What follows belongs to an exercise in optimizing a design on an open flow for small area and a short achievable clock period; a production flow would make more cautious choices. Only simulation tests tie the RTL to the original design; equivalence was not proved. Power is estimated from default activity; no workload was simulated.

==> flow/design.v, too long to show whole: its modules and the start of the top module <==
// module mod3_1: 1845 lines
module mod3_1(
  input clk,
  input reset_n,
  input signed [22:0] a,
  input signed [22:0] b,
  input signed [16:0] c,
  output signed [39:0] y
);
  // ...
==> flow/flow/run.sh <==
#!/bin/bash
# Layout flow: the standard layout (standard.sh) with two changes:
#  1. synthesis runs Yosys's synth with -noabc, so the generic "abc -fast" pass does not
#     restructure the design's adder cells before extract_fa; everything else in the
#     synthesis script (synth_recipe.tcl and ORFS synth.tcl) is unchanged.
#  2. the port buffers that place inserts are sky130_fd_sc_hd__buf_1 (buffer_ports
#     -buffer_cell) instead of the cell buffer_ports picks by default.
set -euo pipefail
work=$PWD
sed 's/synth -nofsm -noshare {\*}\$args/synth -nofsm -noshare -noabc {*}$args/' \
  synth_recipe.tcl > flow_synth.tcl
grep -q -- '-noabc' flow_synth.tcl
bash standard.sh "SYNTH_SCRIPT=$work/flow_synth.tcl" \
  "BUFFER_PORTS_ARGS=-buffer_cell ${PORT_BUF:-sky130_fd_sc_hd__buf_1}" finish \
  > flow_make.log 2>&1
==> flow/standard.sh <==
#!/bin/bash
# synth_recipe.tcl (not shown) runs the flow's synth.tcl, then flattens the netlist and writes it again
# the make line also repeats each setting of config.mk as NAME=value (left out here)
make -C /OpenROAD-flow-scripts/flow DESIGN_CONFIG=/design/flow/config.mk WORK_HOME=/design/flow/orfs CLKGATE_MAP_FILE= SYNTH_SCRIPT=/design/flow/synth_recipe.tcl "${@:-finish}"
==> flow/config.mk <==
export PLATFORM = sky130hd
export DESIGN_NAME = mod3_1
export DESIGN_NICKNAME = mod3_1
export VERILOG_FILES = /design/flow/design.v
export SDC_FILE = /design/flow/constraint.sdc
export NUM_CORES = 4
export LEC_CHECK = 0
export ABC_AREA = 1
export CAP_MARGIN = 20
export CORE_MARGIN = 2
export CORE_UTILIZATION = 65
export CTS_BUF_LIST = sky130_fd_sc_hd__clkbuf_8
export CTS_CLUSTER_DIAMETER = 60
export CTS_CLUSTER_SIZE = 30
export SETUP_SLACK_MARGIN = 3.4
export SLEW_MARGIN = 70
==> flow/constraint.sdc <==
create_clock -name core_clock -period 7.0 [get_ports {clk}]
set_input_delay 1.4000 -clock core_clock [delete_from_list [all_inputs] [get_ports {clk}]]
set_output_delay 1.4000 -clock core_clock [all_outputs]
set_load 0.01 [all_outputs]
==> results_dict.tcl, run 1 <==
set metrics [dict create \
    status "timing/DRC/antenna clean" \
    crit_start "h1[0]$_DFF_P_" \
    netlist_area_mm2 0.0144 \
    n_antenna_cell 0 \
    via_per_inst 5.77 \
    grt.total_usage_pct 31.0 \
    multi_input_area_mm2 0.0107 \
    required_ps 5600 \
    p_seq_share_pct 19.2 \
    async_reset_ff_share_pct 0 \
    ys_seq_area_share_pct 20.3 \
    antenna_found_initial 0 \
    synth_top_family_by_area "adder cells" \
    synthTopCellsByArea "fa_1 25%, dfxtp_1 20%, xor2_1 14%" \
    final_nets 2021 \
    drtIter0Drc 942 \
    synth_commonest_cells "241 x nand2_1, 232 x xor2_1, 191 x inv_1" \
    grt_use_met2_pct 49.1 \
    maxCapViolCount 0 \
    cts_hold_buf 0 \
    synth_enable_flop_cells 0 \
    fin_area_mm2 0.0158 \
    setup.worst_path.start_class "flip-flop" \
    dominant_cells "multi-input gates" \
    p_sw_share_pct 50.0 \
    setup_ws_ps 3490 \
    synth.distinct_cells 28 \
    drt-met1-wl_um 15000 \
    arrival_ps 2110 \
    dpl.hpwl_um 26000 \
]
==> inputs of run 2 (changes only) <==
--- a/flow/config.mk
+++ b/flow/config.mk
@@ -10,7 +10,5 @@
 export CORE_MARGIN = 2
 export CORE_UTILIZATION = 65
 export CTS_BUF_LIST = sky130_fd_sc_hd__clkbuf_8
-export CTS_CLUSTER_DIAMETER = 60
-export CTS_CLUSTER_SIZE = 30
-export SETUP_SLACK_MARGIN = 3.4
+export SETUP_SLACK_MARGIN = 3.3
 export SLEW_MARGIN = 70
==> results_dict.tcl, run 2 <==
set metrics [dict create \
    synthTopCellsByArea "fa_1 25%, dfxtp_1 20%, xor2_1 14%" \
    critPathMostFrequentCell "nand2_1" \
    crit_type "flip-flop to output port" \
    synth_enable_flop_cells 0 \
    rows 54 \
    die_width_um 153 \
    drt_first_pass_iters 6 \
    grt_pass1_vias 11500 \
    hold_path_class "flip-flop to flip-flop" \
    p_comb_share_pct 72.7 \
    clock.fmax_mhz 279 \
    multi_input_area_mm2 0.0104 \
    synth_commonest_cells "241 x nand2_1, 232 x xor2_1, 191 x inv_1" \
    synth_top_area_share_pct 24.6 \
    critical_path.top_delay_family "simple AND/OR/NAND/NOR gates" \
    top_regs "h0 (28), h1 (28)" \
    min_period_ps 3590 \
    synth-warning-count 1 \
    drv_slew 0 \
    arrival_ps 2190 \
    worst_pin_slew_ps 436 \
    grt_max_degree 27 \
    wire_per_inst_um 17.6 \
    cts_tree "built" \
    portBuffers 104 \
    synth_fp_nets 2005 \
    ys_seq_area_share_pct 20.3 \
    finalCritPeriodShare_pct 51.2 \
    end_kind "output port" \
    worst_path_max_delay_cell "fa_2" \
    drtIter0Drc 880 \
    die_h_um 153 \
    reg2reg_to "ylo[11]$_DFF_P_" \
    crit_path_end "y[33]" \
    dieArea_mm2 0.0234 \
    finalSetupViolations 0 \
    critPathMaxFanout 5 \
    vias 11300 \
    finalPower_mw 8.29 \
    cts-root-buf "clkbuf_8" \
    final_nets 2021 \
    tns_ps 0 \
    synth.distinct_cells 28 \
    max_stage_delay_ps 420 \
    p_sw_share_pct 50.2 \
    p_seq_share_pct 19.2 \
    grt.total_usage_pct 30.9 \
    via_per_inst 5.74 \
    ant_nets 0 \
    grt_pass1_wl_um 57900 \
    clk_latency_ps 460 \
    cp_num_cells 11 \
    clk_pin_slew_ps 90 \
    fill_cells 1798 \
    final_cell_mix "232 x nand2_1, 230 x xor2_1, 190 x inv_1" \
    dpl.hpwl_um 26000 \
    cts_buffers 17 \
    async_reset_ff_share_pct 0 \
    antenna_found_initial 0 \
    seqCellArea_mm2 0.00302 \
    core_mm2 0.0218 \
    crit_buf_inv 1 \
    clockBufferDepth 2 \
    clkSinkCount 146 \
    finalClockSkew_ps 27.9 \
    yosysTopAreaCell "fa_1" \
    place_area_mm2 0.0148 \
    final_hold_viol_count 0 \
    clkPwrFrac_pct 8.0 \
    synth_flop_cell "dfxtp_1" \
    r2r_slack_ps 3580 \
    p_int_mw 4.13 \
    power_switching_mw 4.16 \
    powerDensity_mw_per_mm2 537 \
    synth_most_common_cell "nand2_1" \
    required_ps 5600 \
    grt_overflow_total 0 \
    maxCapViolCount 0 \
    path_cells "fa_2, nand3_2, nand3_4, nand2_1, nand2_1, nand2_1, nand3_1, nand2_1, nand2_1, nor2_1, buf_1" \
    reg2reg_from "d2n[7]$_DFF_P_" \
    crit_start "h0[0]$_DFF_P_" \
    grt_setup_unrepaired "yes" \
    slew_headroom_pct 70.9 \
    final_layout_size_suffix_gt1_share_pct 10.2 \
    routed_wl_um 34800 \
    irDropWorstVdd_uv 339 \
    place_congestion 0.911 \
    synth-seq-cells 146 \
    synthToLayoutAreaGrowth_pct 7.17 \
    n_antenna_cell 0 \
    worst-r2r-cell-count 12 \
    synthCells 1664 \
    drc 0 \
    status "timing/DRC/antenna clean" \
    mostFrequentLayoutCell "nand2_1" \
    whs_ps 321 \
    fin_area_mm2 0.0155 \
    place_ws_ps 3340 \
    avgSynthCellArea_um2 8.67 \
    io_pins 105 \
    setup.worst_path.start_class "flip-flop" \
    p_leak_nw 7.21 \
    htree_num_levels 4 \
    netlist_area_mm2 0.0144 \
    setup_ws_ps 3410 \
    initial_core_util_pct 66.1 \
]
[run 2: area by class of cell]
class | count | area share (%)
repair buffers | 118 | 3.46
clock buffers | 18 | 1.60
inverters | 191 | 4.65
clock inverters | 14 | 0.891
well taps | 280 | 2.27
flip-flops and latches | 146 | 19.6
multi-input cells | 1206 | 67.6
[run 2: power groups by stage]
stage          Sequential, mW  Combinational, mW  Clock, mW
3_5_place_dp             1.59               5.81          0
2_1_floorplan            1.33               4.41          0
5_1_grt                  1.63               6.90      0.712
3_3_place_gp             1.57               5.60          0
6_report                 1.59               6.03      0.666
4_1_cts                  1.57               5.83      0.678
[run 2: cells by family (layout without fill, tap and decap cells)]
group / count (synthesis) / count (layout) / synth area share (%)
AO/OA/AOI/OAI: 266 / 266 / 11.0
AND/OR/NAND/NOR: 418 / 418 / 11.9
buffers and inverters: 312 / 341 / 8.67
XOR/XNOR: 244 / 244 / 14.8
flip-flops: 146 / 146 / 20.3
multiplexers: 2 / 2 / 0.156
adder cells (fa/ha/maj): 276 / 276 / 33.2
[run 2: metal layers]
layer | vias to the layer above | part of all wire, % | track usage, %
met5 | - | 0 | 0
met4 | 0 | 2.5 | 9.66
li1 | 5345 | - | -
met1 | 5361 | 43 | 43.0
met3 | 72 | 9.1 | 6.18
met2 | 539 | 45 | 49.1
[run 2: how the worst min path moves through the flow]
stage                                 end       startpoint  cells past startpoint  slack [ps]
after floorplan            d2n[0]$_DFF_P_   d1n[0]$_DFF_P_                      0         310
after CTS                 d2n[17]$_DFF_P_  d1n[17]$_DFF_P_                      0         320
after detailed placement  d2n[13]$_DFF_P_  d1n[13]$_DFF_P_                      0         310
final                     d2n[17]$_DFF_P_  d1n[17]$_DFF_P_                      0         320
after global placement    d2n[14]$_DFF_P_  d1n[14]$_DFF_P_                      0         310
after global routing      d2n[23]$_DFF_P_  d1n[23]$_DFF_P_                      0         320
[run 2: what timing repair did]
action,in CTS,in global routing
resized for setup,1,54
setup buffers,0,2
hold endpoints to repair,0,0
hold buffers,0,0
endpoints found under the setup margin,6,18
pin swaps,1,1
[run 2: per-stage QoR]
| step | util, % | std cells |
|---|---|---|
| 6_report | 70.8 | 1973 |
| 5_1_grt | 70.8 | 1973 |
| 4_1_cts | 69.7 | 1970 |
| 3_5_place_dp | 67.9 | 1938 |
| 3_3_place_gp | 67.4 | 1938 |
| 2_1_floorplan | - | 1664 |
==> inputs of run 3 (changes only) <==
--- a/flow/config.mk
+++ b/flow/config.mk
@@ -9,6 +9,8 @@
 export CAP_MARGIN = 20
 export CORE_MARGIN = 2
 export CORE_UTILIZATION = 65
-export CTS_BUF_LIST = sky130_fd_sc_hd__clkbuf_8
-export SETUP_SLACK_MARGIN = 3.3
+export CTS_BUF_LIST = sky130_fd_sc_hd__clkbuf_16
+export CTS_CLUSTER_DIAMETER = 80
+export CTS_CLUSTER_SIZE = 40
+export SETUP_SLACK_MARGIN = 3.4
 export SLEW_MARGIN = 70
==> results_dict.tcl, run 3 <==
set metrics [dict create \
    met3_wirelength_um 3340 \
    clock.fmax_mhz 284 \
    required_ps 5600 \
    status "timing/DRC/antenna clean" \
    grt_pass1_wl_um 58800 \
    place_congestion 0.911 \
    grt_max_degree 27 \
    rows 54 \
    p_leak_nw 7.35 \
    drv_slew 0 \
    initial_core_util_pct 66.1 \
    irDropWorstVdd_uv 360 \
    synth_flop_cell "dfxtp_1" \
    mostFrequentLayoutCell "xor2_1" \
    met2_length_um 16700 \
    dpl.hpwl_um 26000 \
    grt_setup_unrepaired "yes" \
    grt.total_usage_pct 31.5 \
    setup.worst_path.start_class "flip-flop" \
    synth.distinct_cells 28 \
    synth_commonest_cells "241 x nand2_1, 232 x xor2_1, 191 x inv_1" \
    drt-met1-wl_um 14900 \
    end_kind "output port" \
    synth-seq-cells 146 \
    core_mm2 0.0218 \
    cts_buffers 17 \
    die_h_um 153 \
    final_cell_mix "230 x xor2_1, 222 x nand2_1, 189 x inv_1" \
    synthTopCellsByArea "fa_1 25%, dfxtp_1 20%, xor2_1 14%" \
    io_pins 105 \
    clk_pin_slew_ps 70 \
    drc 0 \
    final_hold_viol_count 0 \
    dieArea_mm2 0.0234 \
    crit_type "flip-flop to output port" \
    synth_most_common_cell "nand2_1" \
    ys_seq_area_share_pct 20.3 \
    via_per_inst 5.80 \
    finalClockSkew_ps 20.7 \
    ant_nets 0 \
    netlist_area_mm2 0.0144 \
    synthCells 1664 \
    clk_latency_ps 440 \
    highest_layer "met4" \
    place_ws_ps 3340 \
    antenna_found_initial 0 \
    drt_first_pass_iters 6 \
    arrival_ps 2120 \
    final_layout_size_suffix_gt1_share_pct 11.8 \
    clkSinkCount 146 \
    drtIter0Drc 997 \
    top_regs "h0 (28), h1 (28)" \
    maxCapViolCount 0 \
    grt_pass1_vias 11600 \
    finalSetupViolations 0 \
    cts_tree "built" \
    synthToLayoutAreaGrowth_pct 10.5 \
    critPathMaxFanout 5 \
    avgSynthCellArea_um2 8.67 \
    grt_overflow_total 0 \
    clockBufferDepth 2 \
    portBuffers 104 \
    n_antenna_cell 0 \
    finalPower_mw 8.87 \
    worst_pin_slew_ps 450 \
    yosysTopAreaCell "fa_1" \
    fill_cells 1707 \
    synth_enable_flop_cells 0 \
    synth_fp_nets 2005 \
    htree_num_levels 4 \
    tns_ps 0 \
    hold_path_class "flip-flop to flip-flop" \
    slew_headroom_pct 70.0 \
    cts_hold_buf 0 \
    powerDensity_mw_per_mm2 557 \
    die_width_um 153 \
    r2r_slack_ps 3530 \
    synth_top_area_share_pct 24.6 \
    setup_ws_ps 3480 \
    cts-root-buf "clkbuf_16" \
    wire_per_inst_um 18.2 \
    min_period_ps 3520 \
    async_reset_ff_share_pct 0 \
    finalCritPeriodShare_pct 50.3 \
    final_nets 2019 \
    routed_wl_um 35800 \
    synth-warning-count 1 \
    vias 11400 \
]
run 3: cell counts after synthesis:
No cell type changed its count.
run 3: cell type report:
cell class / count / area, um^2 / area share (%)
sequential: 146 / 3030 / 19.0
multi-input combinational: 1206 / 10700 / 67.4
timing repair buffer: 116 / 526 / 3.30
tap: 280 / 350 / 2.20
inverter: 191 / 718 / 4.51
clock buffer: 17 / 425 / 2.67
clock inverter: 15 / 141 / 0.888
run 3: stage by stage:
stage	hold slack (ps)	utilization [%]	instance area (um^2)	cells
floorplan	310	-	14400	1664
global route	321	73.0	15900	1971
CTS	322	70.6	15400	1971
global placement	310	67.4	14700	1938
detailed placement	312	67.9	14800	1938
finish	321	73.0	15900	1971
run 3: cell families (layout without fill, tap and decap cells):
| logic type | after synthesis | in the layout | share of synthesized area [%] |
|---|---|---|---|
| flip-flops | 146 | 146 | 20.3 |
| multiplexers | 2 | 2 | 0.156 |
| adder cells (fa/ha/maj) | 276 | 276 | 33.2 |
| buffers and inverters | 312 | 339 | 8.67 |
| XOR/XNOR | 244 | 244 | 14.8 |
| AND/OR/NAND/NOR | 418 | 418 | 11.9 |
| AO/OA/AOI/OAI | 266 | 266 | 11.0 |
run 3: critical path: stages (launching register included):
cell     delay [ps]
dfxtp_2         330
fa_2            400
nand3_2          90
nand3_4         100
nand2_1         100
nand2_1          90
nand2_1          80
nand3_1         130
nand2_1          90
nand2_1          50
nor2_1           80
buf_2           130
run 3: what timing repair did:
action	4_1_cts	5_1_grt
setup buffers	1	0
pin swaps	1	5
endpoints found under the setup margin	10	23
gates resized for setup	5	109
endpoints found under the hold margin	0	0
run 3: where the power goes:
| group | internal, mW | switching, mW | leakage, nW | total (mW) |
|---|---|---|---|---|
| logic | 2.75 | 3.55 | 5.83 | 6.31 |
| registers | 1.26 | 0.400 | 1.24 | 1.66 |
| clock network | 0.499 | 0.399 | 0.278 | 0.898 |
| total | 4.52 | 4.35 | 7.35 | 8.87 |
run 3: per-layer routing:
metal	vias to the layer above	GRT usage, %
li1	5355	-
met1	5427	43.7
met2	575	50.2
met3	75	6.15
met4	0	9.96
met5	-	0
run 3: final timing paths:
| check | from | end | cells after the start |
|---|---|---|---|
| setup / recovery | h0[0]$_DFF_P_ | y[33] | 11 |
| hold / removal | d1n[23]$_DFF_P_ | d2n[23]$_DFF_P_ | 0 |
| setup reg to reg | d2n[6]$_DFF_P_ | ylo[9]$_DFF_P_ | 10 |
| hold reg to reg | d1n[23]$_DFF_P_ | d2n[23]$_DFF_P_ | 0 |
==> inputs of run 4 (changes only) <==
==> flow/flow/run.sh (replaced) <==
#!/bin/bash
# Layout flow: the standard layout (standard.sh, ORFS make) with these changes:
#  1. synthesis runs Yosys's synth with -noabc, so the generic "abc -fast" pass does not
#     restructure the adder logic before extract_fa; the rest of synth_recipe.tcl and of ORFS's
#     synth.tcl is unchanged (same registers and names).
#  2. the final ABC mapping uses flow/abc.script (area mapping, no buffering or gate sizing;
#     OpenROAD's repair steps buffer and size the netlist after placement instead).
#  3. the port buffers that placement inserts are sky130_fd_sc_hd__buf_1.
# Each tool's output goes to ORFS's own logs (orfs/logs/...), and make's output to flow_make.log.
set -euo pipefail
work=$PWD
sed 's/synth -nofsm -noshare {\*}\$args/synth -nofsm -noshare -noabc {*}$args/' \
  synth_recipe.tcl > flow_synth.tcl
grep -q -- '-noabc' flow_synth.tcl
# ORFS scripts, with the ABC area script replaced
rm -rf flow_scripts
cp -r "$FLOW_HOME/scripts" flow_scripts
cp flow/abc.script flow_scripts/abc_area.script
bash standard.sh "SYNTH_SCRIPT=$work/flow_synth.tcl" "SCRIPTS_DIR=$work/flow_scripts" \
  "BUFFER_PORTS_ARGS=-buffer_cell sky130_fd_sc_hd__buf_1" finish \
  > flow_make.log 2>&1
==> flow/flow/abc.script (new file) <==
strash
dch
map -a
topo
==> flow/config.mk (replaced) <==
export PLATFORM = sky130hd
export DESIGN_NAME = mod3_1
export DESIGN_NICKNAME = mod3_1
export VERILOG_FILES = /design/flow/design.v
export SDC_FILE = /design/flow/constraint.sdc
export NUM_CORES = 4
export LEC_CHECK = 0
export ABC_AREA = 1
export CAP_MARGIN = 20
export CORE_MARGIN = 2
export CORE_UTILIZATION = 40
export SLEW_MARGIN = 20
==> results_dict.tcl, run 4 <==
set metrics [dict create \
    maxCapViolCount 0 \
    avgSynthCellArea_um2 9.87 \
    clkSinkCount 146 \
    irDropWorstVdd_uv 297 \
    drt_first_pass_iters 7 \
    netlist_area_mm2 0.0132 \
    p_leak_nw 5.97 \
    finalSetupViolations 0 \
    dieArea_mm2 0.0344 \
    die_width_um 186 \
    die_h_um 186 \
    final_cell_mix "239 x xor2_1, 184 x o22ai_1, 177 x fa_1" \
    mostFrequentLayoutCell "xor2_1" \
    io_pins 105 \
    final_hold_viol_count 0 \
    place_congestion 0.897 \
    hold_path_class "flip-flop to flip-flop" \
    drtIter0Drc 820 \
    worst_pin_slew_ps 1220 \
    via_per_inst 5.46 \
    synth_flop_cell "dfxtp_1" \
    setup.worst_path.start_class "flip-flop" \
    top_regs "h0 (28), h1 (28)" \
    clockBufferDepth 2 \
    clock.fmax_mhz 231 \
    ys_seq_area_share_pct 22.2 \
    fin_area_mm2 0.0148 \
    synth_fp_nets 1676 \
    wire_per_inst_um 18.4 \
    crit_type "flip-flop to output port" \
    seqCellArea_mm2 0.00293 \
    multi_input_area_mm2 0.00976 \
    finalPower_mw 8.18 \
    synthMuxAreaShare_pct 0.171 \
    n_antenna_cell 0 \
    initial_core_util_pct 40.6 \
    status "timing/DRC/antenna clean" \
    clk_pin_slew_ps 60 \
    synthToLayoutAreaGrowth_pct 12.6 \
    synth_most_common_cell "xor2_1" \
    min_period_ps 4320 \
    drv_slew 0 \
    cts_tree "built" \
    finalCritPeriodShare_pct 61.7 \
    end_kind "output port" \
    place_area_mm2 0.0142 \
    synth-seq-cells 146 \
    ctsResizeCount 0 \
    arrival_ps 2920 \
    final_layout_size_suffix_gt1_share_pct 3.98 \
    final_nets 1811 \
    vias 10500 \
    grt_pass1_wl_um 58200 \
    cts_setup_buffers 0 \
    grt_setup_unrepaired "no" \
    synth-warning-count 1 \
    required_ps 5600 \
    synth_top_family_by_area "adder cells" \
    powerDensity_mw_per_mm2 551 \
    async_reset_ff_share_pct 0 \
    rows 66 \
    synthSimpleGateAreaFrac_pct 5.51 \
    htree_num_levels 4 \
    critPathMaxFanout 5 \
    grt.total_usage_pct 21.7 \
    ant_nets 0 \
    finalClockSkew_ps 8.87 \
    synth.distinct_cells 28 \
    yosysTopAreaCell "fa_1" \
    synth_commonest_cells "239 x xor2_1, 184 x o22ai_1, 177 x fa_1" \
    slew_headroom_pct 18.6 \
    routed_wl_um 35400 \
    synth_enable_flop_cells 0 \
    drc 0 \
    whs_ps 326 \
    cts_hold_buf 0 \
    dpl.hpwl_um 24900 \
    tns_ps 0 \
    grt_pass1_vias 10900 \
    cts_buffers 17 \
    fill_cells 3147 \
    synth_compound_area_share_pct 15.6 \
    grt_overflow_total 0 \
    synth_fa_ha_area_share_pct 36.3 \
    core_mm2 0.0325 \
    clk_latency_ps 440 \
    synth_top_area_share_pct 26.9 \
    antenna_found_initial 0 \
    cts-root-buf "clkbuf_16" \
    grt_max_degree 27 \
    synthCells 1335 \
    synthXorXnorAreaFrac_pct 16.5 \
    portBuffers 104 \
    synthTopCellsByArea "fa_1 27%, dfxtp_1 22%, xor2_1 16%" \
]
run 4: cell types whose count changed in the layout (fill, tap and decap cells not counted), sizes merged, moves of 5 or more:
cell,before,now
nor2,127,89
xor2,232,239
clkbuf,25,20
buf,108,116
a21oi,52,87
inv,200,6
nand3,29,13
clkinv,3,134
nand2,247,62
o21ai,19,56
run 4: layout make-up:
| cell class | instances | area share (%) |
|---|---|---|
| clock inverters | 12 | 1.14 |
| inverters | 133 | 3.36 |
| repair buffers | 116 | 3.24 |
| well taps | 442 | 3.73 |
| flip-flops and latches | 146 | 19.7 |
| multi-input cells | 1056 | 65.7 |
| clock buffers | 20 | 3.08 |
run 4: worst max-delay path: stages (launching register included):
cell and delay [ps]:
dfxtp_1 300, ha_1 350, a21oi_1 140, and2_2 180, nor3_1 60, nor2_1 190, clkinv_1 160, a21oi_1 260
clkinv_1 180, a41oi_1 240, o21ai_0 110, a21oi_1 140, buf_1 180
run 4: final timing paths:
kind	startpoint	to	slack, ps	cells past startpoint
worst min-delay path	d1n[4]$_DFF_P_	d2n[4]$_DFF_P_	330	0
worst max register to register	twon_q[0]$_DFF_P_	ylo[8]$_DFF_P_	2950	9
worst max-delay path	h0[1]$_DFF_P_	y[38]	2680	12
worst min register to register	d1n[4]$_DFF_P_	d2n[4]$_DFF_P_	330	0
run 4: logic make-up after synthesis:
family | Yosys count
flip-flops | 146
adder cells (fa/ha/maj) | 276
buffers and inverters | 133
multiplexers | 2
AO/OA/AOI/OAI | 351
XOR/XNOR | 248
AND/OR/NAND/NOR | 179
run 4: report_power, final:
group | switching, mW | internal [mW] | leakage [nW]
registers | 0.336 | 1.25 | 1.23
clock network | 0.380 | 0.588 | 0.301
logic | 3.24 | 2.38 | 4.44
run 4: per-layer routing:
layer,vias to the layer above,part of all wire (%),GRT usage [%]
met3,43,8.8,5.58
met2,464,44,33.5
met5,-,0,0
met1,5115,45,29.9
li1,4882,-,-
met4,0,1.4,6.70
run 4: per-stage QoR:
step / worst slack [ps] / instances / utilization [%]
2_1_floorplan: 3150 / 1335 / -
3_3_place_gp: 2480 / 1893 / 43.8
3_5_place_dp: 2450 / 1893 / 43.8
4_1_cts: 2690 / 1925 / 45.7
5_1_grt: 2340 / 1925 / 45.7
6_report: 2680 / 1925 / 45.7
==> inputs of run 5 (changes only) <==
==> flow/flow/abc.script (replaced) <==
strash
dch
map -B 0.9
topo
==> results_dict.tcl, run 5 <==
set metrics [dict create \
    status "timing/DRC/antenna clean" \
    fill_cells 3369 \
    initial_core_util_pct 40.3 \
    vias 11100 \
    avgSynthCellArea_um2 8.95 \
    dieArea_mm2 0.0360 \
    ys_seq_area_share_pct 21.2 \
    min_from "d1n[22]$_DFF_P_" \
    grt_setup_unrepaired "no" \
    antenna_found_initial 0 \
    required_ps 7310 \
    synth-seq-cells 146 \
    synthTopCellsByArea "fa_1 26%, dfxtp_1 21%, xor2_1 15%" \
    drtIter0Drc 857 \
    die_width_um 190 \
    highest_layer "met4" \
    grt_pass1_vias 11300 \
    final_core_util_pct 45.1 \
    slew_headroom_pct 19.9 \
    worst_path_max_delay_cell "dfxtp_1" \
    crit_start "twon_q[0]$_DFF_P_" \
    mostFrequentLayoutCell "nand2_1" \
    synth_top_area_share_pct 25.6 \
    synth_commonest_cells "247 x nand2_1, 232 x xor2_1, 191 x clkinv_1" \
    core_mm2 0.0343 \
    synth_fp_nets 1884 \
    end_kind "flip-flop" \
    clockBufferDepth 2 \
    powerDensity_mw_per_mm2 539 \
    path_cells "o22ai_1, xor2_1, ha_1, fa_1, fa_1, ha_1, a21oi_1, nand3_1, fa_1, xor2_1" \
    clk_latency_ps 430 \
    setup.worst_path.start_class "flip-flop" \
    final_layout_size_suffix_gt1_share_pct 3.67 \
    async_reset_ff_share_pct 0 \
    synthCells 1543 \
    min_path_cells 0 \
    drc 0 \
    ant_nets 0 \
    grt_overflow_total 0 \
    grt.total_usage_pct 20.9 \
    tns_ps 0 \
    clkSinkCount 146 \
    grt_max_degree 27 \
    worst-r2r-cell-count 10 \
    clk_pin_slew_ps 60 \
    reg2reg_from "twon_q[0]$_DFF_P_" \
    synth-warning-count 1 \
    max_stage_delay_ps 980 \
    maxCapViolCount 0 \
    synth_enable_flop_cells 0 \
    rows 68 \
    htree_num_levels 4 \
    min_period_ps 3920 \
    multi_input_area_mm2 0.0102 \
    cts_buffers 17 \
    synth.distinct_cells 22 \
    cts_setup_buffers 0 \
    synthToLayoutAreaGrowth_pct 12.0 \
    grt_pass1_wl_um 59800 \
    critPathMostFrequentCell "fa_1" \
    crit_type "flip-flop to flip-flop" \
    routed_wl_um 36100 \
    finalSetupViolations 0 \
    clock.fmax_mhz 255 \
    cts_tree "built" \
    critPathMaxFanout 24 \
    n_antenna_cell 0 \
    cts-root-buf "clkbuf_16" \
    io_pins 105 \
    yosysTopAreaCell "fa_1" \
    place_congestion 0.889 \
    final_cell_mix "247 x nand2_1, 232 x xor2_1, 191 x clkinv_1" \
    portBuffers 104 \
    hold_path_class "flip-flop to flip-flop" \
    final_hold_viol_count 0 \
    via_per_inst 5.18 \
    arrival_ps 4230 \
    drt_first_pass_iters 5 \
    cts_hold_buf 0 \
    ctsResizeCount 0 \
    die_h_um 190 \
    seqCellArea_mm2 0.00293 \
    irDropWorstVdd_uv 205 \
    met2_length_um 16300 \
    top_regs "h0 (28), h1 (28)" \
    final_nets 2020 \
    finalClockSkew_ps 14.9 \
    dpl.hpwl_um 26800 \
    finalCritPeriodShare_pct 56.0 \
    synth_most_common_cell "nand2_1" \
    p_leak_nw 6.50 \
    drt-met1-wl_um 16500 \
    worst_pin_slew_ps 1200 \
    netlist_area_mm2 0.0138 \
    synth_flop_cell "dfxtp_1" \
    drv_slew 0 \
    wire_per_inst_um 16.8 \
    met3_wirelength_um 2900 \
]
[run 5: worst max-delay path, delay by kind of cell (launching register included)]
kind | cells | cell delay [ps]
adder cells (fa/ha/maj) | 5 | 1930
flip-flops | 1 | 980
AO/OA/AOI/OAI | 2 | 350
XOR/XNOR | 2 | 350
AND/OR/NAND/NOR | 1 | 200
[run 5: final timing paths]
path,slack [ps],to
setup / recovery,3080,ylo[9]$_DFF_P_
hold / removal,330,d2n[22]$_DFF_P_
setup reg to reg,3080,ylo[9]$_DFF_P_
hold reg to reg,330,d2n[22]$_DFF_P_
[run 5: logic make-up after synthesis]
| kind of cell | after synthesis | share of synthesized area, % |
|---|---|---|
| AO/OA/AOI/OAI | 266 | 11.5 |
| XOR/XNOR | 244 | 15.5 |
| AND/OR/NAND/NOR | 418 | 11.9 |
| buffers and inverters | 191 | 5.19 |
| flip-flops | 146 | 21.2 |
| multiplexers | 2 | 0.163 |
| adder cells (fa/ha/maj) | 276 | 34.6 |
[run 5: area by class of cell]
| class | instances | share of cell area [%] |
|---|---|---|
| repair buffers | 117 | 3.25 |
| clock buffers | 20 | 2.95 |
| inverters | 191 | 4.63 |
| flip-flops and latches | 146 | 18.9 |
| clock inverters | 11 | 0.833 |
| multi-input cells | 1206 | 65.8 |
| well taps | 455 | 3.68 |
[run 5: routing by layer]
metal  vias up  global-route usage, %
li1       5355                      -
met4         0                   5.19
met1      5339                   28.9
met5         -                      0
met2       394                   33.1
met3        28                   4.65
[run 5: where the power goes]
part	total [mW]	switching [mW]	leakage (nW)	internal [mW]
Sequential	1.57	0.324	1.23	1.25
Clock	0.898	0.354	0.283	0.544
Combinational	5.87	3.40	4.98	2.46
[run 5: through the flow]
stage / area [um^2] / total power [mW] / setup WS (ps) / hold slack, ps / instances
6_report: 15500 / 8.34 / 3080 / 326 / 2146
5_1_grt: 15500 / 9.36 / 2860 / 329 / 2146
4_1_cts: 15400 / 8.37 / 3090 / 326 / 2144
3_5_place_dp: 14900 / 7.42 / 3080 / 312 / 2113
3_3_place_gp: 14900 / 7.26 / 3130 / 314 / 2113
2_1_floorplan: 13800 / 5.68 / 3360 / 310 / 1543
==> inputs of run 6 (changes only) <==
--- a/flow/config.mk
+++ b/flow/config.mk
@@ -9,4 +9,4 @@
 export CAP_MARGIN = 20
 export CORE_MARGIN = 2
 export CORE_UTILIZATION = 40
-export SLEW_MARGIN = 20
+export SLEW_MARGIN = 70
==> results_dict.tcl, run 6 <==
set metrics [dict create \
    status "timing/DRC/antenna clean" \
    top_regs "h0 (28), h1 (28)" \
    hold_path_class "flip-flop to flip-flop" \
    path_cells "fa_1, nand3_1, nand3_1, nand2_1, nand2_1, nand2_1, nand3_1, nand2_1, nand2_1, nor2_1, buf_1" \
    portBuffers 104 \
    dpl.hpwl_um 27000 \
    synthCells 1543 \
    synth_fp_nets 1884 \
    finalClockSkew_ps 6.71 \
    grt.total_usage_pct 20.8 \
    final_layout_size_suffix_gt1_share_pct 5.97 \
    finalPower_mw 8.28 \
    synth_most_common_cell "nand2_1" \
    crit_buf_inv 1 \
    min_period_ps 3830 \
    core_mm2 0.0343 \
    drc 0 \
    htree_num_levels 4 \
    rows 68 \
    ys_seq_area_share_pct 21.2 \
    setup.worst_path.start_class "flip-flop" \
    grt_pass1_wl_um 59600 \
    cts-root-buf "clkbuf_16" \
    drv_slew 0 \
    yosysTopAreaCell "fa_1" \
    synth-warning-count 1 \
    antenna_found_initial 0 \
    synth_enable_flop_cells 0 \
    n_antenna_cell 0 \
    worst_path_max_delay_cell "fa_1" \
    powerDensity_mw_per_mm2 532 \
    die_width_um 190 \
    via_per_inst 5.20 \
    grt_pass1_vias 11400 \
    synth_top_area_share_pct 25.6 \
    finalSetupViolations 0 \
    initial_core_util_pct 40.3 \
    ant_nets 0 \
    clockBufferDepth 2 \
    synth_commonest_cells "247 x nand2_1, 232 x xor2_1, 191 x clkinv_1" \
    worst_pin_slew_ps 452 \
    tns_ps 0 \
    clk_latency_ps 430 \
    async_reset_ff_share_pct 0 \
    arrival_ps 2430 \
    place_ws_ps 3080 \
    drt_first_pass_iters 5 \
    wire_per_inst_um 16.8 \
    cts_setup_buffers 0 \
    mostFrequentLayoutCell "nand2_1" \
    clk_pin_slew_ps 60 \
    grt_setup_unrepaired "no" \
    netlist_area_mm2 0.0138 \
    finalCritPeriodShare_pct 54.7 \
    clkSinkCount 146 \
    routed_wl_um 36000 \
    required_ps 5600 \
    synth-seq-cells 146 \
    synth.distinct_cells 22 \
    synth_flop_cell "dfxtp_1" \
    cts_buffers 17 \
    maxCapViolCount 0 \
    vias 11200 \
    ctsResizeCount 0 \
    io_pins 105 \
    avgSynthCellArea_um2 8.95 \
    die_h_um 190 \
    drtIter0Drc 715 \
    final_cell_mix "247 x nand2_1, 232 x xor2_1, 190 x clkinv_1" \
    synthToLayoutAreaGrowth_pct 12.7 \
    end_kind "output port" \
    synthTopCellsByArea "fa_1 26%, dfxtp_1 21%, xor2_1 15%" \
    crit_type "flip-flop to output port" \
    cts_tree "built" \
    whs_ps 324 \
    critPathMaxFanout 5 \
    place_congestion 0.889 \
    grt_overflow_total 0 \
    setup_ws_ps 3170 \
    critical_path.top_delay_family "simple AND/OR/NAND/NOR gates" \
    clock.fmax_mhz 261 \
    dieArea_mm2 0.0360 \
    final_hold_viol_count 0 \
    max_stage_delay_ps 500 \
    critPathMostFrequentCell "nand2_1" \
    p_leak_nw 6.51 \
    grt_max_degree 27 \
    slew_headroom_pct 69.8 \
    cts_hold_buf 0 \
    irDropWorstVdd_uv 216 \
    final_nets 2019 \
]
[run 6: cell counts after synthesis]
No cell type changed its count.
[run 6: through the flow]
step	instances	utilization [%]	cell area, um^2
finish	2146	45.4	15600
global route	2146	45.4	15600
CTS	2146	45.4	15600
detailed placement	2114	43.7	15000
global placement	2113	43.3	14900
floorplan	1543	-	13800
[run 6: worst paths after layout]
| check | start | to | slack [ps] | cells after the start |
|---|---|---|---|---|
| worst max-delay path | cyq$_DFF_P_ | y[33] | 3170 | 11 |
| worst min-delay path | d1n[3]$_DFF_P_ | d2n[3]$_DFF_P_ | 320 | 0 |
| worst max register to register | d2n[5]$_DFF_P_ | ylo[9]$_DFF_P_ | 3570 | 10 |
| worst min register to register | d1n[3]$_DFF_P_ | d2n[3]$_DFF_P_ | 320 | 0 |
[run 6: cell families (layout without fill, tap and decap cells)]
kind of cell	after synthesis	count (layout)	share of synthesized area, %
multiplexers	2	2	0.163
AND/OR/NAND/NOR	418	418	11.9
AO/OA/AOI/OAI	266	266	11.5
XOR/XNOR	244	244	15.5
adder cells (fa/ha/maj)	276	276	34.6
flip-flops	146	146	21.2
buffers and inverters	191	339	5.19
[run 6: layer usage]
| metal | vias up | wire length (um) | GRT usage [%] |
|---|---|---|---|
| li1 | 5357 | - | - |
| met1 | 5403 | 16700 | 28.8 |
| met2 | 376 | 16200 | 33.1 |
| met3 | 33 | 2740 | 4.94 |
| met4 | 0 | 391 | 4.62 |
| met5 | - | 0 | 0 |
[run 6: final cells by class]
type / count / area [um^2]
Clock buffer: 18 / 429
Clock inverter: 14 / 130
Fill cell: 3330 / 18700
Inverter: 191 / 718
Multi-Input combinational cell: 1206 / 10200
Sequential cell: 146 / 3020
Tap cell: 455 / 569
Timing Repair Buffer: 116 / 531
[run 6: power breakdown]
group	internal (mW)	switching, mW
combinational	2.45	3.38
sequential	1.26	0.331
clock	0.494	0.366
==> inputs of run 7 (changes only) <==
==> flow/flow/abc.script (replaced) <==
strash
dch
map -B 0.9
topo
stime -c
buffer -c
dnsize -c
--- a/flow/config.mk
+++ b/flow/config.mk
@@ -8,5 +8,7 @@
 export ABC_AREA = 1
 export CAP_MARGIN = 20
 export CORE_MARGIN = 2
-export CORE_UTILIZATION = 40
+export CORE_UTILIZATION = 65
+export CTS_BUF_LIST = sky130_fd_sc_hd__clkbuf_8
+export SETUP_SLACK_MARGIN = 3.4
 export SLEW_MARGIN = 70
==> results_dict.tcl, run 7 <==
set metrics [dict create \
    avgSynthCellArea_um2 8.58 \
    vias 11300 \
    drt_first_pass_iters 6 \
    portBuffers 104 \
    ys_seq_area_share_pct 20.5 \
    reg2reg_from "d2n[5]$_DFF_P_" \
    drv_slew 0 \
    synthCells 1664 \
    dieArea_mm2 0.0232 \
    maxCapViolCount 0 \
    p_leak_nw 7.33 \
    mostFrequentLayoutCell "xor2_1" \
    synth_commonest_cells "247 x nand2_1, 232 x xor2_1, 191 x inv_1" \
    status "timing/DRC/antenna clean" \
    setup_ws_ps 3440 \
    final_layout_size_suffix_gt1_share_pct 12.8 \
    tns_ps 0 \
    hold_path_class "flip-flop to flip-flop" \
    final_nets 2026 \
    grt_pass1_wl_um 56700 \
    synth_most_common_cell "nand2_1" \
    routed_wl_um 35400 \
    io_pins 105 \
    slew_headroom_pct 70.0 \
    clkSinkCount 146 \
    min_from "d1n[21]$_DFF_P_" \
    clk_pin_slew_ps 110 \
    wire_per_inst_um 17.9 \
    end_kind "output port" \
    initial_core_util_pct 65.9 \
    synth_flop_cell "dfxtp_1" \
    clockBufferDepth 2 \
    ant_nets 0 \
    arrival_ps 2160 \
    n_antenna_cell 0 \
    synth_top_area_share_pct 24.8 \
    synth-warning-count 1 \
    irDropWorstVdd_uv 321 \
    cts_tree "built" \
    clock.fmax_mhz 281 \
    final_cell_mix "231 x xor2_1, 224 x nand2_1, 190 x inv_1" \
    grt.total_usage_pct 30.5 \
    finalCritPeriodShare_pct 50.8 \
    yosysTopAreaCell "fa_1" \
    cts-root-buf "clkbuf_8" \
    top_regs "h0 (28), h1 (28)" \
    via_per_inst 5.71 \
    finalClockSkew_ps 34.3 \
    die_width_um 152 \
    place_inst 1940 \
    powerDensity_mw_per_mm2 542 \
    synthTopCellsByArea "fa_1 25%, dfxtp_1 20%, xor2_1 14%" \
    place_ws_ps 3320 \
    netlist_area_mm2 0.0143 \
    antenna_found_initial 0 \
    finalPower_mw 8.60 \
    cts_buffers 17 \
    htree_num_levels 4 \
    async_reset_ff_share_pct 0 \
    stdcell_count 1978 \
    drtIter0Drc 1303 \
    dpl.hpwl_um 25600 \
    grt_overflow_total 0 \
    critPathMaxFanout 4 \
    grt_pass1_vias 11100 \
    synth_fp_nets 2005 \
    worst_pin_slew_ps 450 \
    finalSetupViolations 0 \
    place_congestion 0.871 \
    required_ps 5600 \
    min_path_cells 0 \
    crit_start "cyq$_DFF_P_" \
    final_hold_viol_count 0 \
    clk_latency_ps 480 \
    setup.worst_path.start_class "flip-flop" \
    synth.distinct_cells 25 \
    fill_cells 1692 \
    crit_type "flip-flop to output port" \
    rows 54 \
    synthToLayoutAreaGrowth_pct 11.0 \
    drc 0 \
    die_h_um 152 \
    synth-seq-cells 146 \
    min_period_ps 3560 \
    grt_max_degree 27 \
    worst-r2r-cell-count 10 \
    cts_hold_buf 0 \
    whs_ps 323 \
    grt_setup_unrepaired "yes" \
    core_mm2 0.0217 \
    synth_enable_flop_cells 0 \
]
-- run 7: changes by cell type in the layout (fill, tap and decap cells not counted), sizes merged --
cell      delta
buf          -3
bufinv       +1
clkbuf       +9
clkinv     -192
clkinvlp     +2
inv        +190
-- run 7: cell type report --
class                      count  area, um^2  area share, %
multi-input combinational   1206       10800           68.0
sequential                   146        3030           19.1
inverter                     191         718           4.53
timing repair buffer         123         577           3.64
tap                          280         350           2.21
clock buffer                  17         234           1.48
clock inverter                15         173           1.09
-- run 7: path summary, 6_finish.rpt --
| path | slack [ps] | endpoint |
|---|---|---|
| hold reg to reg | 320 | d2n[21]$_DFF_P_ |
| setup / recovery | 3440 | y[35] |
| hold / removal | 320 | d2n[21]$_DFF_P_ |
| setup reg to reg | 3540 | ylo[9]$_DFF_P_ |
-- run 7: what timing repair did --
action,in CTS,in global routing
pin swaps,2,13
setup buffers,1,5
gates resized for setup,28,123
gates cloned,0,0
setup endpoints to repair,21,20
-- run 7: critical path: stages, from the launching register on --
cell and delay [ps]:
dfxtp_4 370, fa_2 400, nand3_2 90, nand3_4 110, nand2_2 100, nand2_4 80, nand2_1 90, nand3_2 100
nand2_1 70, nand2_1 40, nor2_1 90, buf_2 130
-- run 7: kinds of logic (layout without fill, tap and decap cells) --
kind of cell,Yosys count,after routing,synth area share [%]
muxes,2,2,0.158
adders and majority gates,276,276,33.5
and+or+nand+nor,418,418,11.5
buffers and inverters,312,346,8.36
xor gates and xnor gates,244,244,15.0
AOI/OAI and AO/OA,266,266,11.1
DFF,146,146,20.5
-- run 7: through the flow --
step | util [%] | area (um^2)
5_1_grt | 73.1 | 15900
6_report | 73.1 | 15900
3_3_place_gp | 67.5 | 14600
4_1_cts | 70.5 | 15300
2_1_floorplan | - | 14300
3_5_place_dp | 67.9 | 14700
-- run 7: power breakdown --
part	switching [mW]	total (mW)	internal (mW)	leakage [nW]
clock	0.379	0.706	0.327	0.195
combinational	3.50	6.23	2.74	5.90
sequential	0.390	1.66	1.27	1.24
total	4.27	8.60	4.33	7.33
-- run 7: layer usage --
metal  track usage (%)  vias up  share of wire [%]
met5                 0        -                  0
met4              9.88        0                2.1
met3              6.31       65                9.0
met2              48.4      533                 45
met1              42.3     5341                 44
li1                  -     5365                  -
==> inputs of run 8 (changes only) <==
==> flow/flow/run.sh (replaced) <==
#!/bin/bash
# Layout flow: the standard layout (standard.sh, ORFS make) with these changes:
#  1. synthesis runs Yosys's synth with -noabc, so the generic "abc -fast" pass does not
#     restructure the adder logic before extract_fa; the rest of synth_recipe.tcl is unchanged
#     (same registers and names).
#  2. a copy of ORFS's scripts is used in which synth.tcl extracts only full adders
#     (extract_fa -fa): half adders are left to ABC as plain gates.
#  3. the port buffers that placement inserts are sky130_fd_sc_hd__buf_1.
# Each tool's output goes to ORFS's own logs (orfs/logs/...), and make's output to flow_make.log.
set -euo pipefail
work=$PWD
sed 's/synth -nofsm -noshare {\*}\$args/synth -nofsm -noshare -noabc {*}$args/' \
  synth_recipe.tcl > flow_synth.tcl
grep -q -- '-noabc' flow_synth.tcl
rm -rf flow_scripts
cp -r "$FLOW_HOME/scripts" flow_scripts
sed -i 's/^  extract_fa {\*}\[dont_use_extract_fa_args\]$/  extract_fa -fa/' flow_scripts/synth.tcl
grep -q '^  extract_fa -fa$' flow_scripts/synth.tcl
bash standard.sh "SYNTH_SCRIPT=$work/flow_synth.tcl" "SCRIPTS_DIR=$work/flow_scripts" \
  "BUFFER_PORTS_ARGS=-buffer_cell sky130_fd_sc_hd__buf_1" finish \
  > flow_make.log 2>&1
--- a/flow/config.mk
+++ b/flow/config.mk
@@ -10,5 +10,4 @@
 export CORE_MARGIN = 2
 export CORE_UTILIZATION = 65
 export CTS_BUF_LIST = sky130_fd_sc_hd__clkbuf_8
-export SETUP_SLACK_MARGIN = 3.4
 export SLEW_MARGIN = 70
removed: flow/flow/abc.script
==> results_dict.tcl, run 8 <==
set metrics [dict create \
    antenna_found_initial 0 \
    synth_flop_cell "dfxtp_1" \
    final_hold_viol_count 0 \
    htree_num_levels 4 \
    p_leak_nw 6.72 \
    cts_setup_buffers 0 \
    synth_most_common_cell "xor2_1" \
    dpl.hpwl_um 27500 \
    die_width_um 152 \
    synth_enable_flop_cells 0 \
    slew_headroom_pct 69.3 \
    critPathMaxFanout 3 \
    arrival_ps 2750 \
    clockBufferDepth 2 \
    grt_pass1_vias 11700 \
    finalClockSkew_ps 18.2 \
    place_inst 2009 \
    place_congestion 0.930 \
    tns_ps 0 \
    synth-warning-count 1 \
    synth_fp_nets 1977 \
    async_reset_ff_share_pct 0 \
    final_core_util_pct 71.0 \
    grt_pass1_wl_um 58700 \
    fin_area_mm2 0.0151 \
    ctsResizeCount 0 \
    vias 12000 \
    clk_pin_slew_ps 100 \
    drt_first_pass_iters 6 \
    crit_type "flip-flop to output port" \
    clk_latency_ps 470 \
    synth_commonest_cells "259 x xor2_1, 220 x nand2_1, 203 x nor2_1" \
    n_antenna_cell 0 \
    r2r_slack_ps 3470 \
    finalPower_mw 7.55 \
    powerDensity_mw_per_mm2 501 \
    synth_top_area_share_pct 25.0 \
    final_layout_size_suffix_gt1_share_pct 8.26 \
    rows 53 \
    die_h_um 152 \
    hold_path_class "flip-flop to flip-flop" \
    place_area_mm2 0.0146 \
    yosysTopAreaCell "fa_1" \
    final_nets 1996 \
    final_cell_mix "253 x xor2_1, 220 x nand2_1, 200 x nor2_1" \
    netlist_area_mm2 0.0142 \
    irDropWorstVdd_uv 225 \
    cts_tree "built" \
    ant_nets 0 \
    synthToLayoutAreaGrowth_pct 6.38 \
    cts-root-buf "clkbuf_8" \
    synthCells 1735 \
    drtIter0Drc 1047 \
    required_ps 5600 \
    via_per_inst 5.87 \
    setup.worst_path.start_class "flip-flop" \
    finalSetupViolations 0 \
    dieArea_mm2 0.0230 \
    grt_overflow_total 0 \
    status "timing/DRC/antenna clean" \
    cts_hold_buf 0 \
    cts_buffers 17 \
    end_kind "output port" \
    stdcell_count 2042 \
    top_regs "h0 (28), h1 (28)" \
    grt_max_degree 26 \
    ys_seq_area_share_pct 20.6 \
    grt_setup_unrepaired "no" \
    wire_per_inst_um 17.8 \
    worst_pin_slew_ps 459 \
    maxCapViolCount 0 \
    min_period_ps 4150 \
    avgSynthCellArea_um2 8.16 \
    io_pins 105 \
    synthTopCellsByArea "fa_1 25%, dfxtp_1 21%, xor2_1 16%" \
    synth.distinct_cells 44 \
    drc 0 \
    routed_wl_um 36300 \
    finalCritPeriodShare_pct 59.3 \
    portBuffers 104 \
    clkSinkCount 146 \
    clock.fmax_mhz 241 \
    synth-seq-cells 146 \
    core_mm2 0.0212 \
    grt.total_usage_pct 33.3 \
    mostFrequentLayoutCell "xor2_1" \
    initial_core_util_pct 66.7 \
    drv_slew 0 \
]
==> run 8: changes by cell type after synthesis, sizes merged, moves of 18 or more <==
| cell | previous run | this run |
|---|---|---|
| xor2 | 232 | 260 |
| a21oi | 52 | 78 |
| nand2 | 247 | 229 |
| ha | 99 | 0 |
| o21ai | 19 | 50 |
| nor2 | 127 | 211 |
| inv | 191 | 163 |
==> run 8: final cells by class <==
type	count	area, um^2
sequential	146	3030
clock buffer	17	234
timing repair buffer	114	485
clock inverter	15	139
inverter	169	637
fill	1728	6160
tap	275	344
multi-input combinational	1306	10200
==> run 8: critical path, stage by stage, from the launching register on <==
cell	delay (ps)
dfxtp_1	340
nand2_1	100
inv_1	40
nor2_1	320
inv_1	190
nor2_1	200
nand2_1	160
nor3_1	350
nand2_1	100
clkinv_1	70
nand2_1	50
nand4_1	70
nand2_1	50
nor2_1	90
buf_1	150
==> run 8: worst paths after layout <==
path,from,cells after the start,to
hold / removal,d1n[18]$_DFF_P_,0,d2n[18]$_DFF_P_
hold reg to reg,d1n[18]$_DFF_P_,0,d2n[18]$_DFF_P_
setup / recovery,h1[16]$_DFF_P_,14,y[36]
setup reg to reg,neg_q[2]$_DFF_P_,9,h1[14]$_DFF_P_
==> run 8: per-stage QoR <==
stage / hold slack, ps / worst slack, ps
6_report: 326 / 2850
5_1_grt: 334 / 2690
4_1_cts: 326 / 2940
3_5_place_dp: 312 / 3220
3_3_place_gp: 311 / 3230
2_1_floorplan: 310 / 3360
==> run 8: layer usage <==
metal	vias up	part of all wire [%]	GRT usage [%]
met5	-	0	0
met4	0	4.3	15.2
met3	115	8.8	7.34
met2	618	45	52.6
met1	5663	41	44.0
li1	5597	-	-
==> run 8: kinds of logic (layout without fill, tap and decap cells) <==
kind of cell,after synthesis,count (layout),synth area share [%]
buffers and inverters,283,315,7.79
multiplexers,2,2,0.159
AND/OR/NAND/NOR,516,516,15.1
adder cells (fa/ha/maj),177,177,25.0
flip-flops,146,146,20.6
XOR/XNOR,285,285,17.7
AO/OA/AOI/OAI,326,326,13.5
==> run 8: power by group <==
part | switching, mW | internal (mW) | leakage, nW | total (mW)
Clock | 0.386 | 0.262 | 0.189 | 0.648
Sequential | 0.368 | 1.24 | 1.24 | 1.61
Combinational | 3.13 | 2.17 | 5.29 | 5.30
==> inputs of run 9 (changes only) <==
--- a/flow/config.mk
+++ b/flow/config.mk
@@ -10,4 +10,5 @@
 export CORE_MARGIN = 2
 export CORE_UTILIZATION = 65
 export CTS_BUF_LIST = sky130_fd_sc_hd__clkbuf_8
+export SETUP_SLACK_MARGIN = 3.4
 export SLEW_MARGIN = 70
==> results_dict.tcl, run 9 <==
set metrics [dict create \
    status "timing/DRC/antenna clean" \
    finalSetupViolations 0 \
    top_regs "h0 (28), h1 (28)" \
    synth_flop_cell "dfxtp_1" \
    powerDensity_mw_per_mm2 530 \
    synth_top_family_by_area "adder cells" \
    synthCells 1735 \
    routed_wl_um 38100 \
    arrival_ps 2190 \
    irDropWorstVdd_uv 246 \
    synthSimpleGateAreaFrac_pct 15.1 \
    p_comb_share_pct 73.0 \
    vias 12300 \
    grt_overflow_total 0 \
    synthXorXnorAreaFrac_pct 17.7 \
    setup.worst_path.start_class "flip-flop" \
    ys_seq_area_share_pct 20.6 \
    finalCritPeriodShare_pct 51.2 \
    drt_first_pass_iters 6 \
    p_sw_share_pct 51.6 \
    p_int_mw 4.15 \
    portBuffers 104 \
    drc 0 \
    required_ps 5600 \
    initial_core_util_pct 66.7 \
    crit_type "flip-flop to output port" \
    final_core_util_pct 76.2 \
    synth-warning-count 1 \
    synth_commonest_cells "259 x xor2_1, 220 x nand2_1, 203 x nor2_1" \
    place_congestion 0.939 \
    synth_fa_ha_area_share_pct 25.0 \
    clock.fmax_mhz 279 \
    mostFrequentLayoutCell "xor2_1" \
    wire_per_inst_um 18.4 \
    clockBufferDepth 2 \
    synthToLayoutAreaGrowth_pct 14.2 \
    avgSynthCellArea_um2 8.16 \
    finalClockSkew_ps 19.9 \
    final_cell_mix "253 x xor2_1, 181 x o22ai_1, 176 x fa_1" \
    p_leak_nw 7.15 \
    antenna_found_initial 0 \
    maxCapViolCount 0 \
    slew_headroom_pct 68.8 \
    min_period_ps 3590 \
    die_width_um 152 \
    core_mm2 0.0212 \
    grt.total_usage_pct 33.9 \
    dieArea_mm2 0.0230 \
    synth_top_area_share_pct 25.0 \
    cts_tree "built" \
    cts_hold_buf 0 \
    power_switching_mw 4.43 \
    drtIter0Drc 1209 \
    final_layout_size_suffix_gt1_share_pct 20.5 \
    clk_pin_slew_ps 100 \
    grt-busiest-layer "met2" \
    grt_pass1_wl_um 59900 \
    synth_compound_area_share_pct 13.5 \
    ant_nets 0 \
    synth_fp_nets 1977 \
    via_per_inst 5.95 \
    final_nets 2028 \
    synthTopCellsByArea "fa_1 25%, dfxtp_1 21%, xor2_1 16%" \
    critPathMaxFanout 3 \
    synth.distinct_cells 44 \
    clkPwrFrac_pct 7.3 \
    grt_max_degree 26 \
    grtUsageMet3_pct 5.60 \
    dpl.hpwl_um 27900 \
    die_h_um 152 \
    netlist_area_mm2 0.0142 \
    io_pins 105 \
    end_kind "output port" \
    synth_most_common_cell "xor2_1" \
    async_reset_ff_share_pct 0 \
    final_hold_viol_count 0 \
    synth_enable_flop_cells 0 \
    rows 53 \
    yosysTopAreaCell "fa_1" \
    p_seq_share_pct 19.7 \
    worst_pin_slew_ps 469 \
    drv_slew 0 \
    htree_num_levels 4 \
    fill_cells 1619 \
    grt_use_met2_pct 54.8 \
    clk_latency_ps 470 \
    grt_setup_unrepaired "yes" \
    hold_path_class "flip-flop to flip-flop" \
    synth-seq-cells 146 \
    cts_buffers 17 \
    n_antenna_cell 0 \
    clkSinkCount 146 \
    synthMuxAreaShare_pct 0.159 \
    grt_pass1_vias 11800 \
    grtUsageMet1_pct 45.2 \
    cts-root-buf "clkbuf_8" \
    tns_ps 0 \
]
## run 9: cell counts after synthesis
No cell type changed its count.
## run 9: area by class of cell
type	instances	area [um^2]	share of cell area, %
clock buffer	17	234	1.45
clock inverter	15	121	0.750
inverter	169	653	4.04
multi-input combinational	1306	11000	67.8
sequential	146	3100	19.2
tap	275	344	2.13
timing repair buffer	146	746	4.61
## run 9: logic make-up (layout without fill, tap and decap cells)
| kind of cell | Yosys count | count (layout) |
|---|---|---|
| buffers and inverters | 283 | 347 |
| XOR/XNOR | 285 | 285 |
| AO/OA/AOI/OAI | 326 | 326 |
| flip-flops | 146 | 146 |
| adder cells (fa/ha/maj) | 177 | 177 |
| multiplexers | 2 | 2 |
| AND/OR/NAND/NOR | 516 | 516 |
## run 9: timing repair
| item | CTS | global route |
|---|---|---|
| buffers inserted | 11 | 23 |
| pin swaps | 28 | 51 |
| endpoints found under the setup margin | 21 | 30 |
| resized for setup | 107 | 182 |
## run 9: stage by stage
step	instances	cell area, um^2	hold WS [ps]	setup slack (ps)	power (mW)
floorplan	1735	14200	310	3430	5.51
global placement	2008	14500	310	3230	6.74
detailed placement	2008	14600	312	3210	6.94
CTS	2051	15400	329	3390	7.93
global route	2074	16200	335	3260	9.48
finish	2074	16200	324	3410	8.58
## run 9: power groups by stage
| stage | Sequential (mW) | Clock (mW) | Combinational (mW) |
|---|---|---|---|
| CTS | 1.63 | 0.642 | 5.66 |
| floorplan | 1.36 | 0 | 4.16 |
| finish | 1.69 | 0.623 | 6.27 |
| global placement | 1.61 | 0 | 5.13 |
| detailed placement | 1.63 | 0 | 5.32 |
| global route | 1.72 | 0.668 | 7.09 |
## run 9: path summary, 6_finish.rpt
path | start | to | slack, ps | cells after the start
worst max register to register | neg_q[8]$_DFF_P_ | h1[5]$_DFF_P_ | 3510 | 7
worst max-delay path | h0[16]$_DFF_P_ | y[38] | 3410 | 12
worst min register to register | d1n[1]$_DFF_P_ | d2n[1]$_DFF_P_ | 320 | 0
worst min-delay path | d1n[1]$_DFF_P_ | d2n[1]$_DFF_P_ | 320 | 0
## run 9: per-layer routing
layer	routed length [um]	share of wire, %
met1	15000	39
met2	18100	48
met3	3490	9.2
met4	1490	3.9
met5	0	0
## run 9: critical path, cell delays in order, from the launching register on
cell and delay [ps]:
dfxtp_2 350, nand2_2 80, inv_2 50, nor2_4 160
inv_4 80, nor2_4 170, nand2_4 100, o21ai_2 220
a21oi_1 110, nand3_1 80, nand2_1 50, nor2_1 110
buf_2 140

port drivers added, routing unchanged:
The results above use ideal ports. As a check the final layouts listed here were re-extracted and re-timed, cells and wires unchanged. Step 1 assumes that a clkbuf_16 drives the clock port and a buf_2 every other input. Step 2 adds t to the input delays and takes it off the output delays; t is the mean of the earliest and latest rising clock arrival at the registers after step 1. Input paths then give back, and output paths get back, about the clock's delay inside the block. a / b / c = no drivers / after step 1 / after step 2; a / b = the first two.
run	shift t [ns]	setup WS [ns]	clock arrival spread, ns	worst slew at a driven data input, ns
run 1	0.490	3.488 / 3.445 / 3.362	0.028 / 0.028	0.04
run 2	0.490	3.415 / 3.373 / 3.372	0.028 / 0.029	0.04
run 3	0.476	3.478 / 3.430 / 3.359	0.021 / 0.021	0.04
run 4	0.479	2.680 / 2.632 / 2.622	0.009 / 0.009	0.04
run 5	0.469	3.080 / 3.080 / 3.080	0.015 / 0.015	0.05
run 6	0.472	3.171 / 3.123 / 3.165	0.007 / 0.007	0.04
run 7	0.507	3.442 / 3.396 / 3.334	0.035 / 0.034	0.06
run 8	0.512	2.847 / 2.801 / 3.245	0.019 / 0.019	0.04
run 9	0.512	3.414 / 3.366 / 3.221	0.020 / 0.020	0.03
After both steps setup and hold are still met in every run listed. For run 9, which loses most, drivers alone change the setup slack by -0.048 ns; drivers and shift together by -0.193 ns.
